This design comes from an exercise in tuning for small area, a short achievable clock period and few clock cycles on the open sky130 flow, not from production work. In this exercise RTL edits were held to simulation tests only and were not proved equivalent to the original.

// pred_eval_top
module pred_eval_top (
    input  wire         clk,
    input  wire         rst,
    input  wire [47:0]  pred_config,
    input  wire         pred_valid,
    output wire         pred_ready,
    input  wire [511:0] value_data,
    input  wire         value_valid,
    input  wire         value_last,
    input  wire         value_drop,
    output wire         value_ready,
    output wire [511:0] output_data,
    output wire         output_valid,
    output wire         output_last,
    output wire         output_drop,
    input  wire         output_ready
);
    nukv_Predicate_Eval pred_eval (
        .clk(clk),
        .rst(rst),
        .pred_config(pred_config),
        .pred_valid(pred_valid),
        .pred_ready(pred_ready),
        .value_data(value_data),
        .value_valid(value_valid),
        .value_last(value_last),
        .value_drop(value_drop),
        .value_ready(value_ready),
        .output_data(output_data),
        .output_valid(output_valid),
        .output_last(output_last),
        .output_drop(output_drop),
        .output_ready(output_ready)
    );
endmodule
Size: about 8 flip-flops, roughly 1,100 I/O pins.
export LEC_CHECK = 0
export CAP_MARGIN = 20
export CORE_AREA = 5 5 375 375
export DIE_AREA = 0 0 380 380
export SETUP_SLACK_MARGIN = 0.3
export SLEW_MARGIN = 20
create_clock -name core_clock -period 7.0 [get_ports {clk}]
run.sh (not shown) runs the stock make flow with config.mk's settings and CLKGATE_MAP_FILE= SYNTH_SCRIPT=/design/flow/synth_recipe.tcl, a recipe that flattens the netlist after the stock synthesis.
Testbench counts at the start, summed over its fixed seeds: cycles 27,904.
==> next run, changes <==
CORE_AREA = unset   (was 5 5 375 375)
CORE_MARGIN = 2   (was unset)
CORE_UTILIZATION = 40   (was unset)
DIE_AREA = unset   (was 0 0 380 380)
=> Now the flow never finished: it broke off in I/O pin placement (3_2_place_iop). Synthesized cell count does not change. Synthesized area does not change.

========
Setup of the baseline:
The RTL this note starts from:
==> flow/design.v <==
module kvs_LatchedRelay #(
    parameter WIDTH = 16
    )
    (
    input  wire             clk,
    input  wire             rst,
    input  wire             in_valid,
    output wire             in_ready,
    input  wire [WIDTH-1:0] in_data,
    output wire             out_valid,
    input  wire             out_ready,
    output wire [WIDTH-1:0] out_data
);
    reg inReady;
    reg [WIDTH-1:0] bufData;
    reg bufValid;
    reg useInputLine;
    wire outValid;
    assign in_ready = inReady;
    assign out_data = (useInputLine==1'b1) ? in_data : bufData;
    assign outValid = (useInputLine==1'b1) ? in_valid : bufValid;
    assign out_valid = outValid;
    always @(posedge clk) begin
        if (rst==1'b1) begin
            inReady <= 1'b0;
            bufValid <= 1'b0;
            useInputLine <= 1'b0;
        end else begin
            inReady <= out_ready | ~outValid;
            useInputLine <= out_ready;
            if ((out_ready==1'b0 && inReady==1'b1) || bufValid==1'b0) begin
                bufData <= in_data;
                bufValid <= in_valid;
                if (in_valid==1'b0) begin
                    useInputLine <= 1'b1;
                end
            end
        end
    end
endmodule
module nukv_Predicate_Eval (
    input  wire         clk,
    input  wire         rst,
    input  wire [47:0]  pred_config,
    input  wire         pred_valid,
    output wire         pred_ready,
    input  wire [511:0] value_data,
    input  wire         value_valid,
    input  wire         value_last,
    input  wire         value_drop,
    output wire         value_ready,
    output wire [511:0] output_data,
    output wire         output_valid,
    output wire         output_last,
    output wire         output_drop,
    input  wire         output_ready
);
    wire [11:0] find_offset = pred_config[11:0];
    wire [3:0]  find_function = pred_config[15:12];
    wire [31:0] find_value  = pred_config[47:16];
    reg         fresh;       
    reg  [5:0]  find_word;   
    reg         off_lo_nz;   
    reg  [7:0]  sh_a;        
    reg  [7:0]  sh_b;        
    reg  [5:0]  word_idx;    
    reg         consumed;    
    reg         cmp_valid;   
    reg  [3:0]  byte_gt;     
    reg  [3:0]  byte_lt;     
    reg         fail_gt;     
    reg         fail_lt;     
    reg         fail_eq;     
    wire [1023:0] ext0 = {512'd0, value_data};
    wire [87:0]   ext1;
    wire [31:0]   field;
    genvar k;
    generate
        for (k = 0; k < 11; k = k + 1) begin : g_a
            assign ext1[k*8 +: 8] = sel8(sh_a,
                ext0[(k+0)*8 +: 8],  ext0[(k+8)*8 +: 8],  ext0[(k+16)*8 +: 8], ext0[(k+24)*8 +: 8],
                ext0[(k+32)*8 +: 8], ext0[(k+40)*8 +: 8], ext0[(k+48)*8 +: 8], ext0[(k+56)*8 +: 8]);
        end
        for (k = 0; k < 4; k = k + 1) begin : g_b
            assign field[k*8 +: 8] = sel8(sh_b,
                ext1[(k+0)*8 +: 8], ext1[(k+1)*8 +: 8], ext1[(k+2)*8 +: 8], ext1[(k+3)*8 +: 8],
                ext1[(k+4)*8 +: 8], ext1[(k+5)*8 +: 8], ext1[(k+6)*8 +: 8], ext1[(k+7)*8 +: 8]);
        end
    endgenerate
    function [7:0] sel8;
        input [7:0] oh;
        input [7:0] d0, d1, d2, d3, d4, d5, d6, d7;
        sel8 = ({8{oh[0]}} & d0) | ({8{oh[1]}} & d1) | ({8{oh[2]}} & d2) | ({8{oh[3]}} & d3) |
               ({8{oh[4]}} & d4) | ({8{oh[5]}} & d5) | ({8{oh[6]}} & d6) | ({8{oh[7]}} & d7);
    endfunction
    function [7:0] onehot3;
        input [2:0] v;
        onehot3 = 8'd1 << v;
    endfunction
    function [1:0] cmp8;     
        input [7:0] a, b;
        reg [7:0] g0, l0;
        reg [3:0] g1, l1;
        reg [1:0] g2, l2;
        integer i;
        begin
            g0 = a & ~b;
            l0 = ~a & b;
            for (i = 0; i < 4; i = i + 1) begin
                g1[i] = g0[2*i+1] | (~l0[2*i+1] & g0[2*i]);
                l1[i] = l0[2*i+1] | (~g0[2*i+1] & l0[2*i]);
            end
            for (i = 0; i < 2; i = i + 1) begin
                g2[i] = g1[2*i+1] | (~l1[2*i+1] & g1[2*i]);
                l2[i] = l1[2*i+1] | (~g1[2*i+1] & l1[2*i]);
            end
            cmp8 = {g2[1] | (~l2[1] & g2[0]), l2[1] | (~g2[1] & l2[0])};
        end
    endfunction
    wire [3:0] field_gt, field_lt;
    generate
        for (k = 0; k < 4; k = k + 1) begin : g_cmp
            assign {field_gt[k], field_lt[k]} = cmp8(field[k*8 +: 8], find_value[k*8 +: 8]);
        end
    endgenerate
    wire res_gt = byte_gt[3] | (~byte_lt[3] & (byte_gt[2] | (~byte_lt[2] &
                  (byte_gt[1] | (~byte_lt[1] & byte_gt[0])))));
    wire res_lt = byte_lt[3] | (~byte_gt[3] & (byte_lt[2] | (~byte_gt[2] &
                  (byte_lt[1] | (~byte_gt[1] & byte_lt[0])))));
    wire fail   = cmp_valid & (res_gt ? fail_gt : res_lt ? fail_lt : fail_eq);
    wire off_zero = (find_word == 6'd0) & ~off_lo_nz;
    wire armed = ~consumed & fresh & (find_word == word_idx) & ~off_zero;   
    wire stall = ~consumed & (~fresh | (armed & value_last));
    wire go    = output_ready & ~stall & ~rst;
    wire take  = value_valid & go;           
    wire done  = take & value_last;          
    wire cmp   = ~rst & value_valid & armed & (value_last | output_ready);
    wire free  = take & ~consumed & ~armed & (off_zero | value_last);
    assign value_ready  = go;
    assign pred_ready   = cmp | free;
    assign output_valid = take;
    assign output_data  = value_data;
    assign output_last  = value_last;
    assign output_drop  = value_last & (value_drop | fail);
    always @(posedge clk) begin
        fresh     <= ~rst & pred_valid & ~pred_ready;
        find_word <= find_offset[11:6];
        off_lo_nz <= (find_offset[5:0] != 6'd0);
        sh_a      <= onehot3(find_offset[5:3]);
        sh_b      <= onehot3(find_offset[2:0]);
    end
    always @(posedge clk) begin
        if (rst) begin
            word_idx <= 6'd0;
            consumed <= 1'b0;
        end else begin
            if (take)
                word_idx <= value_last ? 6'd0 : word_idx + 6'd1;
            if (done)
                consumed <= 1'b0;
            else if (cmp | free)
                consumed <= 1'b1;
        end
    end
    always @(posedge clk) begin
        if (rst)
            cmp_valid <= 1'b0;
        else if (cmp)
            cmp_valid <= 1'b1;
        else if (done)
            cmp_valid <= 1'b0;
        if (cmp) begin
            byte_gt <= field_gt;
            byte_lt <= field_lt;
            fail_gt <= (find_function == 4'd0) | (find_function == 4'd1);
            fail_lt <= (find_function == 4'd0) | (find_function == 4'd2);
            fail_eq <= (find_function == 4'd3);
        end
    end
endmodule
module pred_eval_top (
    input  wire         clk,
    input  wire         rst,
    input  wire [47:0]  pred_config,
    input  wire         pred_valid,
    output wire         pred_ready,
    input  wire [511:0] value_data,
    input  wire         value_valid,
    input  wire         value_last,
    input  wire         value_drop,
    output wire         value_ready,
    output wire [511:0] output_data,
    output wire         output_valid,
    output wire         output_last,
    output wire         output_drop,
    input  wire         output_ready
);
    nukv_Predicate_Eval pred_eval (
        .clk(clk),
        .rst(rst),
        .pred_config(pred_config),
        .pred_valid(pred_valid),
        .pred_ready(pred_ready),
        .value_data(value_data),
        .value_valid(value_valid),
        .value_last(value_last),
        .value_drop(value_drop),
        .value_ready(value_ready),
        .output_data(output_data),
        .output_valid(output_valid),
        .output_last(output_last),
        .output_drop(output_drop),
        .output_ready(output_ready)
    );
endmodule
Settings: LEC_CHECK=0, CAP_MARGIN=20, CORE_AREA=5 5 175 175, DIE_AREA=0 0 180 180, SETUP_SLACK_MARGIN=4.0, SLEW_MARGIN=20; clock period 7.0 ns.
standard.sh (not shown) runs the stock make flow with config.mk's settings and CLKGATE_MAP_FILE= SYNTH_SCRIPT=/design/flow/synth_recipe.tcl, a recipe that flattens the netlist after the stock synthesis.
==> flow/flow/run.sh <==
#!/bin/bash
# Standard ORFS layout, except that the port buffers are the smallest
# plain buffer (repair_design still upsizes any that need it) and pins may
# sit on adjacent routing tracks, so the die need not be pin-limited.
set -euo pipefail
bash standard.sh \
  BUFFER_PORTS_ARGS="-buffer_cell sky130_fd_sc_hd__buf_1" \
  PLACE_PINS_ARGS="-min_distance 1 -min_distance_in_tracks" \
  finish > standard.log 2>&1
5_1_grt: the baseline exited with error
Testbench counts of the baseline, summed over its fixed seeds: cycles 28,135.
[inputs] the candidate vs the baseline
# the baseline
export LEC_CHECK = 0
export CAP_MARGIN = 20
export CORE_AREA = 5 5 175 175
export DIE_AREA = 0 0 180 180
export SETUP_SLACK_MARGIN = 4.0
export SLEW_MARGIN = 20
create_clock -name core_clock -period 7.0 [get_ports {clk}]
# the candidate
export LEC_CHECK = 0
export CAP_MARGIN = 20
export CORE_AREA = 5 5 175 175
export DIE_AREA = 0 0 180 180
export SETUP_SLACK_MARGIN = 3.4
export SLEW_MARGIN = 20
create_clock -name core_clock -period 7.0 [get_ports {clk}]
## What came out
Worst setup timing slack at the placement stage came out lower on the candidate than on the baseline.
As far as multiplexer fraction of the synthesized cell area goes, the baseline and the candidate are indistinguishable; the numbers are identical.
Number of buffers inserted by port buffering came out exactly the same in the candidate and the baseline.
The candidate was carried through to the last stage, and its layout satisfied the timing, design-rule and antenna checks.
Cell area reported after detailed placement (the candidate over the baseline): decrease, about 0.9%

[afterwards: timing with drivers on the ports]
No port has a modelled driver above. Below, the same layouts with a new extraction and two added sets of constraints. Step 1 (the two cells are an assumption about what drives the block):
set clk [get_ports {clk}]
set_driving_cell -lib_cell sky130_fd_sc_hd__clkbuf_16 $clk
set_driving_cell -lib_cell sky130_fd_sc_hd__buf_2 [delete_from_list [all_inputs] $clk]
Step 2, shift: input delay + t, output delay - t, t = (earliest + latest rising clock arrival at the registers) / 2. This alone moves slack from input paths to output paths. Slacks: ideal / step 1 / step 2; pairs: ideal / step 1.
run | t (ns) | setup WS [ns] | worst setup path at the end
the first run of note 1 | 0.281 | 1.109 / 1.086 / 0.805 | input to register
the candidate | 0.309 | 3.272 / 3.203 / 3.042 | input to register
After both steps setup and hold are still met in every run listed. For the first run of note 1, which loses most, drivers alone change the setup slack by -0.023 ns; drivers and shift together by -0.304 ns.
